Context: an optimization exercise on an open-source flow, tuned for small area and a short achievable clock period. The choices shown serve that exercise and are no tape-out recipe. The RTL was checked by simulation tests, not by an equivalence proof against the original design.

## flow/config.mk

```make
export PLATFORM = sky130hd
export DESIGN_NAME = fft
export DESIGN_NICKNAME = fft
export VERILOG_FILES = /design/flow/design.v
export SDC_FILE = /design/flow/constraint.sdc
export NUM_CORES = 8
export LEC_CHECK = 0
export ABC_AREA = 1
export CAP_MARGIN = 20
export CORE_MARGIN = 2
export CORE_UTILIZATION = 40
export SLEW_MARGIN = 20
```

## flow/constraint.sdc

```tcl
create_clock -name core_clock -period 72.0 [get_ports {clk}]
set_input_delay 14.4000 -clock core_clock [delete_from_list [all_inputs] [get_ports {clk}]]
set_output_delay 14.4000 -clock core_clock [all_outputs]
set_load 0.01 [all_outputs]
```

## flow/design.v

```verilog
module fa_pair(input [31:0] a, input [31:0] b, output [30:0] rs, output [30:0] rd,
               output sy, output sz, output eff);
  wire sa = a[31], sb = b[31];
  wire [7:0] ea = a[30:23], eb = b[30:23];
  wire [22:0] fa = a[22:0], fb = b[22:0];
  wire [7:0] d = ea - eb;
  wire [7:0] dn = eb - ea;
  wire dz = (ea == eb);
  wire fgt = fa > fb;
  wire swap = d[7] | (dz & ~fgt);
  wire [7:0] sh = d[7] ? dn : d;
  wire [7:0] eg = swap ? eb : ea;
  wire [23:0] mg = {1'b1, swap ? fb : fa};
  wire [23:0] ml0 = {1'b1, swap ? fa : fb};
  wire [23:0] ml = (sh > 8'd23) ? 24'd0 : (ml0 >> sh[4:0]);
  wire [24:0] s = mg + ml;
  wire [22:0] fs = s[24] ? s[23:1] : s[22:0];
  wire [7:0] es = eg + {7'd0, s[24]};
  wire [23:0] df = mg - ml;
  reg [4:0] L;
  integer i;
  always @* begin
    L = 5'd23;
    for (i = 0; i < 24; i = i + 1)
      if (df[i]) L = 5'd23 - i[4:0];
  end
  wire [23:0] dn2 = df << L;
  wire [22:0] fd = dn2[22:0];
  wire [7:0] ed = eg - {3'd0, L};
  assign sy = swap ? sb : sa;
  assign sz = swap ? ~sb : sa;
  assign eff = sa ^ sb;
  assign rs = {es, fs};
  assign rd = {ed, fd};
endmodule
module fa_dual(input [31:0] a, input [31:0] b, output [31:0] y, output [31:0] z);
  wire [30:0] rs, rd;
  wire sy, sz, eff;
  fa_pair u(.a(a), .b(b), .rs(rs), .rd(rd), .sy(sy), .sz(sz), .eff(eff));
  assign y = eff ? {sy, rd} : {sy, rs};
  assign z = eff ? {sz, rs} : {sz, rd};
endmodule
module fa_one(input [31:0] a, input [31:0] b, output [31:0] y);
  wire sa = a[31], sb = b[31];
  wire [7:0] ea = a[30:23], eb = b[30:23];
  wire [22:0] fa = a[22:0], fb = b[22:0];
  wire [7:0] d = ea - eb;
  wire [7:0] dn = eb - ea;
  wire dz = (ea == eb);
  wire fgt = fa > fb;
  wire swap = d[7] | (dz & ~fgt);
  wire [7:0] sh = d[7] ? dn : d;
  wire [7:0] eg = swap ? eb : ea;
  wire [23:0] mg = {1'b1, swap ? fb : fa};
  wire [23:0] ml0 = {1'b1, swap ? fa : fb};
  wire [23:0] ml = (sh > 8'd23) ? 24'd0 : (ml0 >> sh[4:0]);
  wire eff = sa ^ sb;
  wire [24:0] r = {1'b0, mg} + ({1'b0, ml} ^ {25{eff}}) + {24'd0, eff};
  wire [24:0] rm = {r[24] & ~eff, r[23:0]};
  reg [4:0] L;
  integer i;
  always @* begin
    L = 5'd24;
    for (i = 0; i < 25; i = i + 1)
      if (rm[i]) L = 5'd24 - i[4:0];
  end
  wire [24:0] nr = rm << L;
  wire [7:0] e = eg + 8'd1 - {3'd0, L};
  assign y = {swap ? sb : sa, e, nr[23:1]};
endmodule
module stage1(x0,x4,x2,x6,P,Q);
  input [31:0] x0,x4,x2,x6;
  output [64:0] P,Q;
  fa_pair u0(.a(x0), .b(x4), .rs(P[61:31]), .rd(P[30:0]), .sy(P[64]), .eff(P[63]), .sz(P[62]));
  fa_pair u1(.a(x2), .b(x6), .rs(Q[61:31]), .rd(Q[30:0]), .sy(Q[64]), .eff(Q[63]), .sz(Q[62]));
endmodule
module fm707(input [31:0] a, output [31:0] y);
  wire [22:0] f = a[22:0];
  wire [22:0] fn = ~a[22:0];
  wire t1 = f[2] ^ f[4];
  wire t2 = f[2] & f[4];
  wire t3 = f[3] ^ f[5];
  wire t4 = f[3] & f[5];
  wire t5 = f[4] ^ f[6] ^ f[20];
  wire t6 = (f[4] & f[6]) | (f[4] & f[20]) | (f[6] & f[20]);
  wire t7 = fn[0] ^ fn[2];
  wire t8 = fn[0] & fn[2];
  wire t9 = f[5] ^ f[7] ^ f[21];
  wire t10 = (f[5] & f[7]) | (f[5] & f[21]) | (f[7] & f[21]);
  wire t11 = fn[1] ^ fn[3];
  wire t12 = fn[1] & fn[3];
  wire t13 = f[0] ^ f[6] ^ f[8];
  wire t14 = (f[0] & f[6]) | (f[0] & f[8]) | (f[6] & f[8]);
  wire t15 = f[22] ^ fn[2] ^ fn[4];
  wire t16 = (f[22] & fn[2]) | (f[22] & fn[4]) | (fn[2] & fn[4]);
  wire t17 = f[1] ^ f[7] ^ f[9];
  wire t18 = (f[1] & f[7]) | (f[1] & f[9]) | (f[7] & f[9]);
  wire t19 = fn[3] ^ fn[5] ^ fn[16];
  wire t20 = (fn[3] & fn[5]) | (fn[3] & fn[16]) | (fn[5] & fn[16]);
  wire t21 = f[2] ^ f[8] ^ f[10];
  wire t22 = (f[2] & f[8]) | (f[2] & f[10]) | (f[8] & f[10]);
  wire t23 = fn[4] ^ fn[6];
  wire t24 = fn[4] & fn[6];
  wire t25 = f[3] ^ f[9] ^ f[11];
  wire t26 = (f[3] & f[9]) | (f[3] & f[11]) | (f[9] & f[11]);
  wire t27 = f[4] ^ f[10] ^ f[12];
  wire t28 = (f[4] & f[10]) | (f[4] & f[12]) | (f[10] & f[12]);
  wire t29 = f[5] ^ f[11] ^ f[13];
  wire t30 = (f[5] & f[11]) | (f[5] & f[13]) | (f[11] & f[13]);
  wire t31 = f[6] ^ f[12] ^ f[14];
  wire t32 = (f[6] & f[12]) | (f[6] & f[14]) | (f[12] & f[14]);
  wire t33 = f[7] ^ f[13] ^ f[15];
  wire t34 = (f[7] & f[13]) | (f[7] & f[15]) | (f[13] & f[15]);
  wire t35 = f[8] ^ f[14];
  wire t36 = f[8] & f[14];
  wire t37 = f[0] ^ f[2];
  wire t38 = f[0] & f[2];
  wire t39 = f[1] ^ f[3] ^ f[17];
  wire t40 = (f[1] & f[3]) | (f[1] & f[17]) | (f[3] & f[17]);
  wire t41 = f[18] ^ fn[0] ^ fn[11];
  wire t42 = (f[18] & fn[0]) | (f[18] & fn[11]) | (fn[0] & fn[11]);
  wire t43 = fn[16] ^ 1'b1;
  wire t44 = fn[16] & 1'b1;
  wire t45 = t2 ^ f[19] ^ fn[1];
  wire t46 = (t2 & f[19]) | (t2 & fn[1]) | (f[19] & fn[1]);
  wire t47 = fn[12] ^ fn[17] ^ t3;
  wire t48 = (fn[12] & fn[17]) | (fn[12] & t3) | (fn[17] & t3);
  wire t49 = t4 ^ fn[13] ^ fn[18];
  wire t50 = (t4 & fn[13]) | (t4 & fn[18]) | (fn[13] & fn[18]);
  wire t51 = 1'b1 ^ t5 ^ t7;
  wire t52 = (1'b1 & t5) | (1'b1 & t7) | (t5 & t7);
  wire t53 = t6 ^ t8 ^ fn[14];
  wire t54 = (t6 & t8) | (t6 & fn[14]) | (t8 & fn[14]);
  wire t55 = fn[19] ^ t9 ^ t11;
  wire t56 = (fn[19] & t9) | (fn[19] & t11) | (t9 & t11);
  wire t57 = t10 ^ t12 ^ fn[15];
  wire t58 = (t10 & t12) | (t10 & fn[15]) | (t12 & fn[15]);
  wire t59 = fn[20] ^ t13 ^ t15;
  wire t60 = (fn[20] & t13) | (fn[20] & t15) | (t13 & t15);
  wire t61 = t14 ^ t16 ^ fn[21];
  wire t62 = (t14 & t16) | (t14 & fn[21]) | (t16 & fn[21]);
  wire t63 = 1'b1 ^ t17 ^ t19;
  wire t64 = (1'b1 & t17) | (1'b1 & t19) | (t17 & t19);
  wire t65 = t18 ^ t20 ^ fn[17];
  wire t66 = (t18 & t20) | (t18 & fn[17]) | (t20 & fn[17]);
  wire t67 = fn[22] ^ t21 ^ t23;
  wire t68 = (fn[22] & t21) | (fn[22] & t23) | (t21 & t23);
  wire t69 = t22 ^ t24 ^ fn[5];
  wire t70 = (t22 & t24) | (t22 & fn[5]) | (t24 & fn[5]);
  wire t71 = fn[7] ^ fn[18] ^ t25;
  wire t72 = (fn[7] & fn[18]) | (fn[7] & t25) | (fn[18] & t25);
  wire t73 = t26 ^ fn[6] ^ fn[8];
  wire t74 = (t26 & fn[6]) | (t26 & fn[8]) | (fn[6] & fn[8]);
  wire t75 = fn[19] ^ 1'b1 ^ t27;
  wire t76 = (fn[19] & 1'b1) | (fn[19] & t27) | (1'b1 & t27);
  wire t77 = t28 ^ fn[7] ^ fn[9];
  wire t78 = (t28 & fn[7]) | (t28 & fn[9]) | (fn[7] & fn[9]);
  wire t79 = fn[20] ^ 1'b1 ^ t29;
  wire t80 = (fn[20] & 1'b1) | (fn[20] & t29) | (1'b1 & t29);
  wire t81 = t30 ^ fn[8] ^ fn[10];
  wire t82 = (t30 & fn[8]) | (t30 & fn[10]) | (fn[8] & fn[10]);
  wire t83 = fn[21] ^ 1'b1 ^ t31;
  wire t84 = (fn[21] & 1'b1) | (fn[21] & t31) | (1'b1 & t31);
  wire t85 = t32 ^ fn[9] ^ fn[11];
  wire t86 = (t32 & fn[9]) | (t32 & fn[11]) | (fn[9] & fn[11]);
  wire t87 = fn[22] ^ 1'b1 ^ t33;
  wire t88 = (fn[22] & 1'b1) | (fn[22] & t33) | (1'b1 & t33);
  wire t89 = t34 ^ f[16] ^ fn[10];
  wire t90 = (t34 & f[16]) | (t34 & fn[10]) | (f[16] & fn[10]);
  wire t91 = fn[12] ^ 1'b1 ^ t35;
  wire t92 = (fn[12] & 1'b1) | (fn[12] & t35) | (1'b1 & t35);
  wire t93 = t36 ^ f[9] ^ f[15];
  wire t94 = (t36 & f[9]) | (t36 & f[15]) | (f[9] & f[15]);
  wire t95 = f[17] ^ fn[11] ^ fn[13];
  wire t96 = (f[17] & fn[11]) | (f[17] & fn[13]) | (fn[11] & fn[13]);
  wire t97 = f[10] ^ f[16] ^ f[18];
  wire t98 = (f[10] & f[16]) | (f[10] & f[18]) | (f[16] & f[18]);
  wire t99 = fn[12] ^ fn[14] ^ 1'b1;
  wire t100 = (fn[12] & fn[14]) | (fn[12] & 1'b1) | (fn[14] & 1'b1);
  wire t101 = f[11] ^ f[17] ^ f[19];
  wire t102 = (f[11] & f[17]) | (f[11] & f[19]) | (f[17] & f[19]);
  wire t103 = fn[13] ^ fn[15] ^ 1'b1;
  wire t104 = (fn[13] & fn[15]) | (fn[13] & 1'b1) | (fn[15] & 1'b1);
  wire t105 = f[12] ^ f[18] ^ f[20];
  wire t106 = (f[12] & f[18]) | (f[12] & f[20]) | (f[18] & f[20]);
  wire t107 = fn[14] ^ fn[16] ^ 1'b1;
  wire t108 = (fn[14] & fn[16]) | (fn[14] & 1'b1) | (fn[16] & 1'b1);
  wire t109 = f[13] ^ f[19] ^ f[21];
  wire t110 = (f[13] & f[19]) | (f[13] & f[21]) | (f[19] & f[21]);
  wire t111 = fn[15] ^ fn[17] ^ 1'b1;
  wire t112 = (fn[15] & fn[17]) | (fn[15] & 1'b1) | (fn[17] & 1'b1);
  wire t113 = f[14] ^ f[20] ^ f[22];
  wire t114 = (f[14] & f[20]) | (f[14] & f[22]) | (f[20] & f[22]);
  wire t115 = fn[16] ^ fn[18] ^ 1'b1;
  wire t116 = (fn[16] & fn[18]) | (fn[16] & 1'b1) | (fn[18] & 1'b1);
  wire t117 = f[15] ^ f[21] ^ fn[17];
  wire t118 = (f[15] & f[21]) | (f[15] & fn[17]) | (f[21] & fn[17]);
  wire t119 = f[16] ^ f[22];
  wire t120 = f[16] & f[22];
  wire t121 = f[17] ^ fn[19];
  wire t122 = f[17] & fn[19];
  wire t123 = f[7] ^ fn[0];
  wire t124 = f[7] & fn[0];
  wire t125 = f[8] ^ fn[1];
  wire t126 = f[8] & fn[1];
  wire t127 = f[9] ^ fn[2];
  wire t128 = f[9] & fn[2];
  wire t129 = f[10] ^ fn[3];
  wire t130 = f[10] & fn[3];
  wire t131 = f[11] ^ fn[4];
  wire t132 = f[11] & fn[4];
  wire t133 = f[12] ^ fn[5];
  wire t134 = f[12] & fn[5];
  wire t135 = f[13] ^ fn[6];
  wire t136 = f[13] & fn[6];
  wire t137 = f[0] ^ f[14] ^ fn[7];
  wire t138 = (f[0] & f[14]) | (f[0] & fn[7]) | (f[14] & fn[7]);
  wire t139 = f[1] ^ f[15] ^ fn[8];
  wire t140 = (f[1] & f[15]) | (f[1] & fn[8]) | (f[15] & fn[8]);
  wire t141 = f[16] ^ fn[9] ^ fn[14];
  wire t142 = (f[16] & fn[9]) | (f[16] & fn[14]) | (fn[9] & fn[14]);
  wire t143 = t38 ^ fn[10] ^ fn[15];
  wire t144 = (t38 & fn[10]) | (t38 & fn[15]) | (fn[10] & fn[15]);
  wire t145 = t40 ^ t1 ^ t41;
  wire t146 = (t40 & t1) | (t40 & t41) | (t1 & t41);
  wire t147 = t42 ^ t44 ^ t45;
  wire t148 = (t42 & t44) | (t42 & t45) | (t44 & t45);
  wire t149 = t46 ^ t48 ^ t49;
  wire t150 = (t46 & t48) | (t46 & t49) | (t48 & t49);
  wire t151 = t50 ^ t52 ^ t53;
  wire t152 = (t50 & t52) | (t50 & t53) | (t52 & t53);
  wire t153 = t54 ^ t56 ^ t57;
  wire t154 = (t54 & t56) | (t54 & t57) | (t56 & t57);
  wire t155 = t58 ^ t60 ^ t61;
  wire t156 = (t58 & t60) | (t58 & t61) | (t60 & t61);
  wire t157 = t62 ^ t64 ^ t65;
  wire t158 = (t62 & t64) | (t62 & t65) | (t64 & t65);
  wire t159 = t66 ^ t68 ^ t69;
  wire t160 = (t66 & t68) | (t66 & t69) | (t68 & t69);
  wire t161 = t70 ^ t72 ^ t73;
  wire t162 = (t70 & t72) | (t70 & t73) | (t72 & t73);
  wire t163 = t74 ^ t76 ^ t77;
  wire t164 = (t74 & t76) | (t74 & t77) | (t76 & t77);
  wire t165 = t78 ^ t80 ^ t81;
  wire t166 = (t78 & t80) | (t78 & t81) | (t80 & t81);
  wire t167 = t82 ^ t84 ^ t85;
  wire t168 = (t82 & t84) | (t82 & t85) | (t84 & t85);
  wire t169 = t86 ^ t88 ^ t89;
  wire t170 = (t86 & t88) | (t86 & t89) | (t88 & t89);
  wire t171 = t90 ^ t92 ^ t93;
  wire t172 = (t90 & t92) | (t90 & t93) | (t92 & t93);
  wire t173 = t94 ^ t96 ^ t97;
  wire t174 = (t94 & t96) | (t94 & t97) | (t96 & t97);
  wire t175 = t98 ^ t100 ^ t101;
  wire t176 = (t98 & t100) | (t98 & t101) | (t100 & t101);
  wire t177 = t102 ^ t104 ^ t105;
  wire t178 = (t102 & t104) | (t102 & t105) | (t104 & t105);
  wire t179 = t106 ^ t108 ^ t109;
  wire t180 = (t106 & t108) | (t106 & t109) | (t108 & t109);
  wire t181 = t110 ^ t112 ^ t113;
  wire t182 = (t110 & t112) | (t110 & t113) | (t112 & t113);
  wire t183 = t114 ^ t116 ^ fn[19];
  wire t184 = (t114 & t116) | (t114 & fn[19]) | (t116 & fn[19]);
  wire t185 = t118 ^ fn[18] ^ fn[20];
  wire t186 = (t118 & fn[18]) | (t118 & fn[20]) | (fn[18] & fn[20]);
  wire t187 = t120 ^ fn[21] ^ 1'b1;
  wire t188 = (t120 & fn[21]) | (t120 & 1'b1) | (fn[21] & 1'b1);
  wire t189 = t122 ^ f[18] ^ fn[20];
  wire t190 = (t122 & f[18]) | (t122 & fn[20]) | (f[18] & fn[20]);
  wire t191 = f[2] ^ fn[0];
  wire t192 = f[2] & fn[0];
  wire t193 = f[3] ^ fn[1];
  wire t194 = f[3] & fn[1];
  wire t195 = f[4] ^ fn[2];
  wire t196 = f[4] & fn[2];
  wire t197 = f[5] ^ fn[3];
  wire t198 = f[5] & fn[3];
  wire t199 = f[6] ^ fn[4];
  wire t200 = f[6] & fn[4];
  wire t201 = fn[5] ^ 1'b1 ^ t123;
  wire t202 = (fn[5] & 1'b1) | (fn[5] & t123) | (1'b1 & t123);
  wire t203 = t124 ^ fn[6] ^ t125;
  wire t204 = (t124 & fn[6]) | (t124 & t125) | (fn[6] & t125);
  wire t205 = t126 ^ fn[7] ^ t127;
  wire t206 = (t126 & fn[7]) | (t126 & t127) | (fn[7] & t127);
  wire t207 = t128 ^ fn[8] ^ t129;
  wire t208 = (t128 & fn[8]) | (t128 & t129) | (fn[8] & t129);
  wire t209 = t130 ^ fn[9] ^ t131;
  wire t210 = (t130 & fn[9]) | (t130 & t131) | (fn[9] & t131);
  wire t211 = t132 ^ fn[10] ^ t133;
  wire t212 = (t132 & fn[10]) | (t132 & t133) | (fn[10] & t133);
  wire t213 = t134 ^ fn[11] ^ t135;
  wire t214 = (t134 & fn[11]) | (t134 & t135) | (fn[11] & t135);
  wire t215 = t136 ^ fn[12] ^ t137;
  wire t216 = (t136 & fn[12]) | (t136 & t137) | (fn[12] & t137);
  wire t217 = t138 ^ fn[13] ^ t139;
  wire t218 = (t138 & fn[13]) | (t138 & t139) | (fn[13] & t139);
  wire t219 = t140 ^ t37 ^ t141;
  wire t220 = (t140 & t37) | (t140 & t141) | (t37 & t141);
  wire t221 = t142 ^ t39 ^ t143;
  wire t222 = (t142 & t39) | (t142 & t143) | (t39 & t143);
  wire t223 = t144 ^ t43 ^ t145;
  wire t224 = (t144 & t43) | (t144 & t145) | (t43 & t145);
  wire t225 = t146 ^ t47 ^ t147;
  wire t226 = (t146 & t47) | (t146 & t147) | (t47 & t147);
  wire t227 = t148 ^ t51 ^ t149;
  wire t228 = (t148 & t51) | (t148 & t149) | (t51 & t149);
  wire t229 = t150 ^ t55 ^ t151;
  wire t230 = (t150 & t55) | (t150 & t151) | (t55 & t151);
  wire t231 = t152 ^ t59 ^ t153;
  wire t232 = (t152 & t59) | (t152 & t153) | (t59 & t153);
  wire t233 = t154 ^ t63 ^ t155;
  wire t234 = (t154 & t63) | (t154 & t155) | (t63 & t155);
  wire t235 = t156 ^ t67 ^ t157;
  wire t236 = (t156 & t67) | (t156 & t157) | (t67 & t157);
  wire t237 = t158 ^ t71 ^ t159;
  wire t238 = (t158 & t71) | (t158 & t159) | (t71 & t159);
  wire t239 = t160 ^ t75 ^ t161;
  wire t240 = (t160 & t75) | (t160 & t161) | (t75 & t161);
  wire t241 = t162 ^ t79 ^ t163;
  wire t242 = (t162 & t79) | (t162 & t163) | (t79 & t163);
  wire t243 = t164 ^ t83 ^ t165;
  wire t244 = (t164 & t83) | (t164 & t165) | (t83 & t165);
  wire t245 = t166 ^ t87 ^ t167;
  wire t246 = (t166 & t87) | (t166 & t167) | (t87 & t167);
  wire t247 = t168 ^ t91 ^ t169;
  wire t248 = (t168 & t91) | (t168 & t169) | (t91 & t169);
  wire t249 = t170 ^ t95 ^ t171;
  wire t250 = (t170 & t95) | (t170 & t171) | (t95 & t171);
  wire t251 = t172 ^ t99 ^ t173;
  wire t252 = (t172 & t99) | (t172 & t173) | (t99 & t173);
  wire t253 = t174 ^ t103 ^ t175;
  wire t254 = (t174 & t103) | (t174 & t175) | (t103 & t175);
  wire t255 = t176 ^ t107 ^ t177;
  wire t256 = (t176 & t107) | (t176 & t177) | (t107 & t177);
  wire t257 = t178 ^ t111 ^ t179;
  wire t258 = (t178 & t111) | (t178 & t179) | (t111 & t179);
  wire t259 = t180 ^ t115 ^ t181;
  wire t260 = (t180 & t115) | (t180 & t181) | (t115 & t181);
  wire t261 = t182 ^ t117 ^ t183;
  wire t262 = (t182 & t117) | (t182 & t183) | (t117 & t183);
  wire t263 = t184 ^ t119 ^ t185;
  wire t264 = (t184 & t119) | (t184 & t185) | (t119 & t185);
  wire t265 = t186 ^ t121 ^ t187;
  wire t266 = (t186 & t121) | (t186 & t187) | (t121 & t187);
  wire t267 = t188 ^ fn[22] ^ t189;
  wire t268 = (t188 & fn[22]) | (t188 & t189) | (fn[22] & t189);
  wire t269 = t190 ^ f[19] ^ fn[21];
  wire t270 = (t190 & f[19]) | (t190 & fn[21]) | (f[19] & fn[21]);
  wire t271 = f[20] ^ fn[22] ^ 1'b1;
  wire t272 = (f[20] & fn[22]) | (f[20] & 1'b1) | (fn[22] & 1'b1);
  wire t273 = f[21] ^ 1'b1;
  wire t274 = f[21] & 1'b1;
  wire [45:0] ra = {1'b0, t274, t272, t270, t268, t266, t264, t262, t260, t258, t256, t254, t252, t250, t248, t246, t244, t242, t240, t238, t236, t234, t232, t230, t228, t226, t224, t222, t220, t218, t216, t214, t212, t210, t208, t206, t204, t202, t200, t198, t196, t194, t192, 1'b1, f[1], f[0]};
  wire [45:0] rb = {1'b0, f[22], t273, t271, t269, t267, t265, t263, t261, t259, t257, t255, t253, t251, t249, t247, t245, t243, t241, t239, t237, t235, t233, t231, t229, t227, t225, t223, t221, t219, t217, t215, t213, t211, t209, t207, t205, t203, t201, t199, t197, t195, t193, t191, 1'b0, 1'b0};
  wire [45:0] q = ra + rb;
  wire [47:0] p = {q, 2'b00};
  assign y = p[47] ? {a[31], a[30:23], p[46:24]} : {a[31], a[30:23] - 8'd1, p[45:23]};
endmodule
module stage2(s,P1,Q1,P2,Q2,X,Y,M3);
  input [2:0] s;
  input [64:0] P1,Q1,P2,Q2;
  output [31:0] X,Y,M3;
  function [31:0] sum_of;
    input [64:0] p;
    sum_of = p[63] ? {p[64], p[30:0]} : {p[64], p[61:31]};
  endfunction
  function [31:0] diff_of;
    input [64:0] p;
    diff_of = p[63] ? {p[62], p[61:31]} : {p[62], p[30:0]};
  endfunction
  wire [31:0] A1 = sum_of(P1), B1 = diff_of(P1), C1 = sum_of(Q1), D1 = diff_of(Q1);
  wire [31:0] A2 = sum_of(P2), B2 = diff_of(P2), C2 = sum_of(Q2), D2 = diff_of(Q2);
  wire [31:0] M1;
  fm707 m1(.a(B2), .y(M1));
  fm707 m3(.a(D2), .y(M3));
  wire odd = s[0];
  wire rho = s[1] ^ s[2];
  wire sg = odd ? rho : s[1];
  wire [31:0] ra = odd ? B1 : A1;
  wire [31:0] rb = odd ? M1 : C1;
  wire [31:0] ia = odd ? D1 : A2;
  wire [31:0] ib = odd ? M1 : C2;
  fa_one ur(.a(ra), .b({rb[31] ^ sg, rb[30:0]}), .y(X));
  fa_one ui(.a(ia), .b({ib[31] ^ sg, ib[30:0]}), .y(Y));
endmodule
module mux8to1(s,X,Y,M3,real_out,img_out);
  input [2:0] s;
  input [31:0] X,Y,M3;
  output [31:0] real_out,img_out;
  wire odd = s[0];
  wire rho = s[1] ^ s[2];
  wire [31:0] w = odd ? {M3[31] ^ ~rho, M3[30:0]} : Y;
  wire [31:0] rs, is;
  fa_one ur(.a(X), .b(w), .y(rs));
  fa_one ui(.a(Y), .b(M3), .y(is));
  assign real_out = (odd | ~s[1]) ? rs : X;
  assign img_out = odd ? {is[31] ^ ~s[1], is[30:0]} :
                   (~s[1] ? 32'd0 : {Y[31] ^ ~s[2], Y[30:0]});
endmodule
module fft(rst,s,x0,x1,x2,x3,x4,x5,x6,x7,real_out,img_out,clk);
input rst;
input [31:0] x0,x1,x2,x3,x4,x5,x6,x7;
input [2:0] s;
input clk;
output [31:0] real_out,img_out;
wire [64:0] P1,Q1,P2,Q2;
stage1 s1(.x0(x0),.x4(x4),.x2(x2),.x6(x6),.P(P1),.Q(Q1));
stage1 s2(.x0(x1),.x4(x5),.x2(x3),.x6(x7),.P(P2),.Q(Q2));
localparam [64:0] ZP = {1'b0, 1'b0, 1'b1, 8'h01, 23'd0, 8'hE9, 23'd0};
reg [64:0] qP1,qQ1,qP2,qQ2;
always @(posedge clk)
begin
if(rst)
begin
qP1<=ZP; qQ1<=ZP; qP2<=ZP; qQ2<=ZP;
end
else
begin
qP1<=P1; qQ1<=Q1; qP2<=P2; qQ2<=Q2;
end
end
wire [31:0] X,Y,M3;
stage2 st2(.s(s),.P1(qP1),.Q1(qQ1),.P2(qP2),.Q2(qQ2),.X(X),.Y(Y),.M3(M3));
reg [31:0] qX,qY,qM3;
reg [2:0] qs;
always @(posedge clk)
begin
qX<=X; qY<=Y; qM3<=M3; qs<=s;
end
mux8to1 m1(.s(qs),.X(qX),.Y(qY),.M3(qM3),.real_out(real_out),.img_out(img_out));
endmodule
```

## flow/run.sh

```bash
#!/bin/bash
# synth_recipe.tcl (not shown) runs the flow's synth.tcl, then flattens the netlist and writes it again
# the make line also repeats each setting of config.mk as NAME=value (left out here)
make -C /OpenROAD-flow-scripts/flow DESIGN_CONFIG=/design/flow/config.mk WORK_HOME=/design/flow/orfs CLKGATE_MAP_FILE= SYNTH_SCRIPT=/design/flow/synth_recipe.tcl finish
```

==> results of run 1 <==
state kept, by name, indices dropped and copies added, names as in the netlist:
signal / count
qM3: 32
qP1: 65
qX: 32
qs: 3
qQ2: 65
qY: 32
qP2: 65
qQ1: 65
placed cells by master (no fill, tap or decap), types with 17 or more instances in the layout:
cell / instances
nor3_1: 112
a32oi_1: 18
a31oi_1: 77
o211ai_1: 130
fa_1: 232
nand2_1: 2976
o21a_1: 27
inv_2: 45
nand3b_1: 23
o22ai_1: 52
xor2_1: 366
or2_2: 75
clkdlybuf4s50_1: 322
a211oi_1: 32
a21o_1: 19
clkinv_1: 29
clkbuf_16: 41
o21bai_1: 95
dfxtp_1: 355
o21ai_0: 1356
mux2i_1: 61
mux2_2: 17
ha_1: 819
buf_4: 104
o21ai_1: 97
nand3_1: 932
o31ai_1: 33
nand2_2: 31
nor4_1: 21
nand4_1: 66
inv_1: 1799
a21oi_1: 730
o221ai_1: 32
xnor2_1: 66
nor2_1: 956
cell type report:
cell class                      instances  area, sq um
Multi-Input combinational cell       9606        57150
Clock buffer                           50         1100
Timing Repair Buffer                  428         4036
Antenna cell                            5        12.51
Tap cell                             2385         2984
Fill cell                           19770       102700
Inverter                             1881         7078
Clock inverter                         23        266.5
Sequential cell                       359         7192
Yosys cell counts (all sizes together) (19+ instances only):
library cell and number:
a21oi 734, inv 1850, nor3 113, xnor2 68
o22ai 53, or2 79, nor4 22, o211ai 130
clkbuf 370, o31ai 33, a211oi 32, fa 232
nor2 970, nand3 938, mux2i 62, nand4 66
a31oi 78, a21o 19, clkinv 31, o21a 27
buf 105, xor2 381, nand2 3015, o221ai 32
nand3b 23, o21ai 1469, ha 819, dfxtp 359
o21bai 95
worst reg2reg max path: cells and delay by family (launching register included):
kind	cells	cell delay [ns]
xor+xnor	3	0.40
flops	1	0.31
compound gates	19	3.68
simple gates	34	5.98
buf+inv	14	3.90
fa+ha+maj	9	3.95
final timing paths:
| check | start | to | slack (ns) | depth (start not counted) |
|---|---|---|---|---|
| worst max-delay path | qs[0]$_DFF_P_ | real_out[30] | 44.83 | 60 |
| worst min-delay path | qQ2[62]$_SDFF_PP1_ | qM3[31]$_DFF_P_ | 0.38 | 0 |
| worst max register to register | qP2[63]$_SDFF_PP0_ | qY[29]$_DFF_P_ | 53.69 | 79 |
| worst min register to register | qQ2[62]$_SDFF_PP1_ | qM3[31]$_DFF_P_ | 0.38 | 0 |
layer usage:
layer	vias to the layer above	part of all wire, %	wire length (um)	global-route usage, %
met3	407	5.7	15970	2.512
met1	36590	46	128200	39.71
met4	2	5.0	13770	12.57
met5	-	0.0047	13	0
met2	2585	43	120200	45.99
li1	40170	-	-	-
through the flow:
| stage | setup WS [ns] | hold slack, ns |
|---|---|---|
| 2_1_floorplan | 48.23 | 0.3096 |
| 3_3_place_gp | 45.60 | 0.4062 |
| 3_5_place_dp | 45.57 | 0.4040 |
| 4_1_cts | 44.90 | 0.3707 |
| 5_1_grt | 43.75 | 0.3794 |
| 6_report | 44.83 | 0.3837 |
kinds of logic after synthesis:
| family | after synthesis | share of synthesized area [%] |
|---|---|---|
| adders and majority gates | 1051 | 20.32 |
| buffers and inverters | 2356 | 12.33 |
| xor gates and xnor gates | 449 | 5.530 |
| and+or+nand+nor | 5246 | 29.76 |
| muxes | 79 | 1.125 |
| AOI/OAI and AO/OA | 2781 | 21.13 |
| DFF | 359 | 9.807 |
==> impl_results.md, run 1 <==
* CTS tree: done
* Most used cell along the critical path: nand2_1
* Vias in the first global route at 74680
* Setup CP Type: flip-flop to output port
* HP Class: flip-flop to flip-flop
* Clock Skew at 0.04976 ns
* CP delay by family, top: compound AO/OA/AOI/OAI gates
* CP max stage delay at 0.62 ns
* Crit share post-route at 37.74%
* Avg Cell Area, Syn at 5.948 sq um
* CTS Buf Count at 41
* CP required at 57.60 ns
* Clk slew on worst S/H paths at 0.08 ns
* Synthesized cell area at 0.07328 sq mm
* Layout area overhead at 8.923%
* CTS root buf: clkbuf_16
* Sequential area share after synthesis at 9.807%
* Yosys cell types at 84
* Largest cells by area after synthesis: nand2_1, ha_1, dfxtp_1
* Share of cells above drive strength 1 at 3.507%
* Post-CTS Setup Bufs at 0
* Post-synth ARST share at 0%
* Initial antenna violation count at 4
* Deepest clock path buffer count at 3
* Yosys top cell area share at 15.27%
* Die height at 432.0 um
* # rows at 157
* Post-CTS Resized at 0
* Post-Syn Nets at 13630
* Slowest cell on crit path: nand2_1
* Via density per instance at 5.412
* Post-layout min period at 27.17 ns
* DRT antenna net count at 0
* Final Hold Viols at 0
* Arrival @ worst endpoint at 12.77 ns
* Max-Cap Viols at 0
* Fin area at 0.07982 sq mm
* Non-Filler Instances at 14740
* Setup crit end kind: output port
* Routed WL per cell at 18.88 um
* Die ar. at 0.1866 sq mm
* Final-stage net count at 13630
* Final setup TNS at 0 ns
* Slew Limit Fails at 0
* CTS Sinks at 359
* Clock latency on the worst-skew pair at 0.63 ns
* Synth Register Bits at 359
* Largest net degree at the start of global routing at 92
* DR pass1 iterations at 6
* Die W at 432.0 um
* I/O pins at 325
* Drt total wl at 278200 um
* Cells after synthesis at 12320
* Core area at 0.1825 sq mm
* Slew HR at 14.29%
* All-Layer GR Usage at 28.89%
* Ys flop type: dfxtp_1
* Global-route wire length before repair at 427800 um
* Initial core utilization at 40.16%
* Worst Path Max Fanout at 72
* Iter 0 DRT Violations at 6727
* Via count at 79750
* RSZ-0062 raised after global routing: false
* Highest clock rate at 36.80 MHz
* Grt total ovfl at 0
* DRC at 0
* EDFF count, synth at 0
* Cts hold-fix bufs at 0
* Final setup viols at 0
* GP Congestion at 1.048
* Port Buffers at 324
* Largest area contributor in the netlist: nand2_1
* Setup crit start kind: flip-flop
* Yosys warning count at 4
* Buffers plus inverters on the worst setup path at 8
* Placed cell area at 0.07839 sq mm
* Hpwl dp at 237500 um
* H-Tree Level Count at 2
* Status: timing/DRC/antenna clean
* Placed Cells at 14660
* Worst Tran Pin Value at 1.277 ns
* Core Util, Final at 43.74%
==> inputs of run 2 (changes only) <==
==> flow/flow/run.sh (new file) <==
#!/bin/bash
cp standard.sh standard_copy.log 2>/dev/null
export SETUP_SLACK_MARGIN=47
bash standard.sh > standard.log 2>&1
==> flow/standard.sh (new file) <==
#!/bin/bash
# synth_recipe.tcl (not shown) runs the flow's synth.tcl, then flattens the netlist and writes it again
# the make line also repeats each setting of config.mk as NAME=value (left out here)
make -C /OpenROAD-flow-scripts/flow DESIGN_CONFIG=/design/flow/config.mk WORK_HOME=/design/flow/orfs CLKGATE_MAP_FILE= SYNTH_SCRIPT=/design/flow/synth_recipe.tcl "${@:-finish}"
removed: flow/run.sh
==> run 2 against run 1 <==
  * Clock-buffer cell count unchanged
  * Synthesized area unchanged
  * Non-clock buffer count up 47
  * Cell area up 2.2%
  * Fmax up 11%
  * Setup slack better by 2.7 ns
  * Sequential cell count unchanged
  * Global-route usage up 0.18 points
  * Clock skew down 0.0039 ns
  * Register-to-register slack better by 1.1 ns
==> impl_results.md, run 2 <==
* Grt total ovfl at 0 (unchanged)
* CP delay by family, top: simple AND/OR/NAND/NOR gates
* Drt total wl at 283900 um (+2.1%)
* HP Class: flip-flop to flip-flop
* Clock Skew at 0.04588 ns (-0.003880 ns)
* EDFF count, synth at 0 (unchanged)
* Yosys warning count at 4 (unchanged)
* Vias in the first global route at 75110 (+0.58%)
* Synthesized cell area at 0.07328 sq mm (unchanged)
* Initial core utilization at 40.16% (unchanged)
* Via density per instance at 5.453 (+0.76%)
* # rows at 157 (unchanged)
* CTS root buf: clkbuf_16
* Sequential area share after synthesis at 9.807% (unchanged)
* Core Util, Final at 44.70% (+0.96 points)
* Crit share post-route at 33.98% (-3.8 points)
* Iter 0 DRT Violations at 6913 (+2.8%)
* H-Tree Level Count at 2 (unchanged)
* Yosys cell types at 84 (unchanged)
* Via count at 80690 (+1.2%)
* Most used cell along the critical path: nand2_1
* Layout area overhead at 11.32%
* Routed WL per cell at 19.19 um (+1.6%)
* Status: timing/DRC/antenna clean
* Commonest non-fill, non-tap cell in the layout: nand2_1
* Port Buffers at 324 (unchanged)
* Slew HR at 17.16% (+2.9 points)
* Hpwl dp at 237500 um (unchanged)
* Largest cells by area after synthesis: nand2_1, ha_1, dfxtp_1
* All-Layer GR Usage at 29.06% (+0.18 points)
* CP required at 57.60 ns (about the same)
* Final-stage net count at 13690 (+0.47%)
* CTS Buf Count at 41 (unchanged)
* DRC at 0 (unchanged)
* Max-Cap Viols at 0 (unchanged)
* Post-synth ARST share at 0% (unchanged)
* Setup CP Type: flip-flop to output port
* Worst Path Max Fanout at 28 (-61%)
* Count leader, synth: nand2_1
* CP max stage delay at 0.52 ns (-0.10 ns)
* Clock latency on the worst-skew pair at 0.63 ns (about the same)
* Final setup TNS at 0 ns (unchanged)
* Global-route wire length before repair at 430400 um (+0.62%)
* Final setup viols at 0 (unchanged)
* Slew Limit Fails at 0 (unchanged)
* Worst Tran Pin Value at 1.230 ns (-0.04748 ns)
* Avg Cell Area, Syn at 5.948 sq um (unchanged)
* Deepest clock path buffer count at 3 (unchanged)
* Largest area contributor in the netlist: nand2_1
* Die W at 432.0 um (unchanged)
* Synth top cells by count: nand2_1, inv_1, o21ai_0
* DRT antenna net count at 0 (unchanged)
* Die ar. at 0.1866 sq mm (unchanged)
* Share of cells above drive strength 1 at 5.133% (+1.6 points)
* DR pass1 iterations at 8 (+2)
* CTS tree: done
* I/O pins at 325 (unchanged)
* Setup crit end kind: output port
* Synth Register Bits at 359 (unchanged)
* Arrival @ worst endpoint at 10.07 ns (-2.70 ns)
* Clk slew on worst S/H paths at 0.08 ns (about the same)
* Buffers plus inverters on the worst setup path at 7 (-1)
* Slowest cell on crit path: dfxtp_4
* CTS Sinks at 359 (unchanged)
* Setup crit start kind: flip-flop
* Ys flop type: dfxtp_1
* Die height at 432.0 um (unchanged)
* Most frequent cells in the layout: nand2_1, inv_1, o21ai_0
* Post-Syn Nets at 13630 (unchanged)
* RSZ-0062 raised after global routing: false
* Final Hold Viols at 0 (unchanged)
* Highest clock rate at 40.87 MHz (+11%)
* Core area at 0.1825 sq mm (unchanged)
* Cells after synthesis at 12320 (unchanged)
* Post-layout min period at 24.47 ns (-2.704 ns)
* Yosys top cell area share at 15.27% (unchanged)
* GP Congestion at 1.048 (unchanged)
* Initial antenna violation count at 5 (+1)
* Largest net degree at the start of global routing at 91 (-1.1%)
-- run 2: cell counts after synthesis --
No cell type changed its count.
-- run 2: final cells by class --
class	count	area (sq um)
Antenna cell	2	5.005
Clock buffer	50	1100
Clock inverter	23	266.5
Fill cell	19670	100900
Inverter	1881	7162
Multi-Input combinational cell	9618	58120
Sequential cell	359	7203
Tap cell	2385	2984
Timing Repair Buffer	475	4710
Timing Repair inverter	5	27.53
-- run 2: per-layer routing --
layer	share of wire, %	track usage [%]	vias up
li1	-	-	40340
met1	46	39.93	37080
met2	43	46.34	2813
met3	5.6	2.457	457
met4	4.9	12.67	4
met5	0.012	0	-
-- run 2: stage by stage --
step | cells | area [sq um] | setup WS [ns] | hold WS [ns]
3_3_place_gp | 14660 | 78380 | 45.60 | 0.4062
4_1_cts | 14750 | 80290 | 46.89 | 0.3707
2_1_floorplan | 12320 | 73280 | 48.23 | 0.3096
3_5_place_dp | 14660 | 78390 | 45.57 | 0.4040
6_report | 14800 | 81570 | 47.53 | 0.3814
5_1_grt | 14800 | 81570 | 46.93 | 0.3794
-- run 2: cell families (layout without fill, tap and decap cells) --
| logic type | after synthesis | after routing | synth area share [%] |
|---|---|---|---|
| AO/OA/AOI/OAI | 2781 | 2782 | 21.13 |
| AND/OR/NAND/NOR | 5246 | 5253 | 29.76 |
| XOR/XNOR | 449 | 453 | 5.530 |
| other | 0 | 2 | 0 |
| multiplexers | 79 | 79 | 1.125 |
| adder cells (fa/ha/maj) | 1051 | 1051 | 20.32 |
| buffers and inverters | 2356 | 2434 | 12.33 |
| flip-flops | 359 | 359 | 9.807 |
-- run 2: timing repair --
| item | CTS | global route |
|---|---|---|
| pin swaps | 6 | 22 |
| hold buffers | 0 | 0 |
| endpoints found under the setup margin | 108 | 260 |
| setup buffers | 11 | 24 |
| cloned | 7 | 23 |
| resized for setup | 112 | 202 |
-- run 2: path summary, 6_finish.rpt --
kind,start,end,slack (ns),cells past startpoint
worst max-delay path,qs[0]$_DFF_P_,real_out[29],47.53,57
worst min-delay path,qQ2[62]$_SDFF_PP1_,qM3[31]$_DFF_P_,0.38,0
worst max register to register,qP2[63]$_SDFF_PP0_,qX[30]$_DFF_P_,54.74,79
worst min register to register,qQ2[62]$_SDFF_PP1_,qM3[31]$_DFF_P_,0.38,0
-- run 2: worst register-to-register path: cells and delay by family, from the launching register on --
| kind | cells | cell delay (ns) |
|---|---|---|
| fa+ha+maj | 10 | 4.11 |
| buf+inv | 12 | 2.42 |
| xor+xnor | 2 | 0.32 |
| mux | 1 | 0.13 |
| compound gates | 19 | 4.81 |
| simple gates | 35 | 5.06 |
| flops | 1 | 0.31 |
==> inputs of run 3 (changes only) <==
==> flow/flow/run.sh (replaced) <==
#!/bin/bash
export SETUP_SLACK_MARGIN=47
bash standard.sh > standard.log 2>&1
==> run 3 against run 2 <==
  * Still clean on timing, DRC and antenna
  * Cell area did not move
  * Die area did not move
  * Global-route usage did not move
  * Synthesized area did not move
  * Core utilization did not move
  * Via count did not move
  * Clock skew did not move
  * Setup slack did not move
  * Critical endpoint unchanged
  * Largest cell class unchanged
  * Highest routed layer unchanged
==> impl_results.md, run 3 <==
* Status: timing/DRC/antenna clean
* EDFF count, synth at 0 (unchanged)
* Setup crit end kind: output port
* Largest area contributor in the netlist: nand2_1
* Final setup TNS at 0 ns (unchanged)
* Core Util, Final at 44.70% (unchanged)
* Post-Syn Nets at 13630 (unchanged)
* Final-stage net count at 13690 (unchanged)
* I/O pins at 325 (unchanged)
* # rows at 157 (unchanged)
* Arrival @ worst endpoint at 10.07 ns (about the same)
* Hpwl dp at 237500 um (unchanged)
* Highest clock rate at 40.87 MHz (unchanged)
* Met3 Routed Length at 15980 um (unchanged)
* Count leader, synth: nand2_1
* DRT antenna net count at 0 (unchanged)
* Die ar. at 0.1866 sq mm (unchanged)
* Initial core utilization at 40.16% (unchanged)
* DR pass1 iterations at 8 (unchanged)
* Deepest clock path buffer count at 3 (unchanged)
* Clock latency on the worst-skew pair at 0.63 ns (about the same)
* M1 WL at 130500 um (unchanged)
* Synth Register Bits at 359 (unchanged)
* Post-synth ARST share at 0% (unchanged)
* Yosys top cell area share at 15.27% (unchanged)
* Yosys warning count at 4 (unchanged)
* Core area at 0.1825 sq mm (unchanged)
* Met2 Wirelength at 123500 um (unchanged)
* Clock Skew at 0.04588 ns (unchanged)
* GP Congestion at 1.048 (unchanged)
* H-Tree Level Count at 2 (unchanged)
* CTS Buf Count at 41 (unchanged)
* Clk slew on worst S/H paths at 0.08 ns (about the same)
* CP max stage delay at 0.52 ns (about the same)
* Die height at 432.0 um (unchanged)
* RSZ-0062 raised after global routing: false
* Commonest non-fill, non-tap cell in the layout: nand2_1
* Avg Cell Area, Syn at 5.948 sq um (unchanged)
* Non-Filler Instances at 14800 (unchanged)
* Cts hold-fix bufs at 0 (unchanged)
* Crit share post-route at 33.98% (unchanged)
* Layout area overhead at 11.32% (unchanged)
* CTS tree: done
* Largest cells by area after synthesis: nand2_1, ha_1, dfxtp_1
* Iter 0 DRT Violations at 6913 (unchanged)
* Via density per instance at 5.453 (unchanged)
* Highest routed layer: met5
* Drt total wl at 283900 um (unchanged)
* Grt total ovfl at 0 (unchanged)
* Most frequent cells in the layout: nand2_1, inv_1, o21ai_0
* Setup CP Type: flip-flop to output port
* Routed WL per cell at 19.19 um (unchanged)
* Via count at 80690 (unchanged)
* Slew Limit Fails at 0 (unchanged)
* Fill count at 19670 (unchanged)
* CTS Sinks at 359 (unchanged)
* Most used cell along the critical path: nand2_1
* Setup crit start kind: flip-flop
* Global-route wire length before repair at 430400 um (unchanged)
* Max-Cap Viols at 0 (unchanged)
* Cells after synthesis at 12320 (unchanged)
* Synth top cells by count: nand2_1, inv_1, o21ai_0
* All-Layer GR Usage at 29.06% (unchanged)
* Final Hold Viols at 0 (unchanged)
* Sequential area share after synthesis at 9.807% (unchanged)
* Share of cells above drive strength 1 at 5.133% (unchanged)
* Die W at 432.0 um (unchanged)
* Slowest cell on crit path: dfxtp_4
* Final setup viols at 0 (unchanged)
* Largest net degree at the start of global routing at 91 (unchanged)
* CP required at 57.60 ns (about the same)
* HP Class: flip-flop to flip-flop
* Worst Path Max Fanout at 28 (unchanged)
* Synthesized cell area at 0.07328 sq mm (unchanged)
* CTS root buf: clkbuf_16
* Port Buffers at 324 (unchanged)
* Placed Cells at 14660 (unchanged)
* Vias in the first global route at 75110 (unchanged)
* DRC at 0 (unchanged)
* Ys flop type: dfxtp_1
* Post-layout min period at 24.47 ns (unchanged)
* Slew HR at 17.16% (unchanged)
* Worst Tran Pin Value at 1.230 ns (unchanged)
* Yosys cell types at 84 (unchanged)
* Initial antenna violation count at 5 (unchanged)
## run 3: cell counts after synthesis
No cell type changed its count.
## run 3: critical path, delay by kind of cell (launching register included)
family | cells | cell delay (ns)
compound gates | 18 | 2.76
xor+xnor | 3 | 0.47
fa+ha+maj | 4 | 1.30
buf+inv | 7 | 1.57
flops | 1 | 0.52
simple gates | 25 | 2.78
## run 3: cell families after synthesis
logic type	after synthesis	synth area share [%]
DFF	359	9.807
AOI/OAI and AO/OA	2781	21.13
adders and majority gates	1051	20.32
buffers and inverters	2356	12.33
and+or+nand+nor	5246	29.76
xor gates and xnor gates	449	5.530
muxes	79	1.125
## run 3: metrics by stage
| stage | cell area, sq um | hold slack [ns] | worst slack, ns |
|---|---|---|---|
| 2_1_floorplan | 73280 | 0.3096 | 48.23 |
| 3_3_place_gp | 78380 | 0.4062 | 45.60 |
| 3_5_place_dp | 78390 | 0.4040 | 45.57 |
| 4_1_cts | 80290 | 0.3707 | 46.89 |
| 5_1_grt | 81570 | 0.3794 | 46.93 |
| 6_report | 81570 | 0.3814 | 47.53 |
## run 3: final cells by class
type	count	area [sq um]	share of cell area [%]
Tap cell	2385	2984	3.658
Clock inverter	23	266.5	0.3267
Clock buffer	50	1100	1.348
Multi-Input combinational cell	9618	58120	71.24
Sequential cell	359	7203	8.830
Inverter	1881	7162	8.780
Timing Repair inverter	5	27.53	0.03374
Timing Repair Buffer	475	4710	5.773
Antenna cell	2	5.005	0.006135
## run 3: repair_timing
action                     4_1_cts  5_1_grt
cloned                           7       23
pin swaps                        6       22
setup endpoints to repair      108      260
setup buffers                   11       24
resized for setup              112      202
hold endpoints to repair         0        0
## run 3: routing by layer
metal,vias up,GRT usage (%)
li1,40340,-
met2,2813,46.34
met1,37080,39.93
met4,4,12.67
met5,-,0
met3,457,2.457
## run 3: worst paths after layout
path	startpoint	to	slack, ns	cells past startpoint
min	qQ2[62]$_SDFF_PP1_	qM3[31]$_DFF_P_	0.38	0
min reg2reg	qQ2[62]$_SDFF_PP1_	qM3[31]$_DFF_P_	0.38	0
max reg2reg	qP2[63]$_SDFF_PP0_	qX[30]$_DFF_P_	54.74	79
max	qs[0]$_DFF_P_	real_out[29]	47.53	57

==> re-timing with driven ports <==
In the flow no input, the clock included, has a driving cell. The finished layouts below were timed again as built, in two steps.
Step 1 assumes that a clkbuf_16 drives the clock port and a buf_2 every other input.
Step 2 times the ports against the registers' clock, not the clock port: input delays grow and output delays shrink by t, the midpoint of the rising clock arrivals with the driver on.
Three values: no drivers, after step 1, after step 2; two values: the first two.
| run | t, ns | setup WS [ns] | pins driven straight from the clock port |
|---|---|---|---|
| run 1 | 0.675 | 44.828 / 44.761 / 45.436 | 1 |
| run 2 | 0.676 | 47.532 / 47.466 / 47.208 | 1 |
| run 3 | 0.676 | 47.532 / 47.466 / 47.208 | 1 |
After both steps every run listed still meets setup and hold.
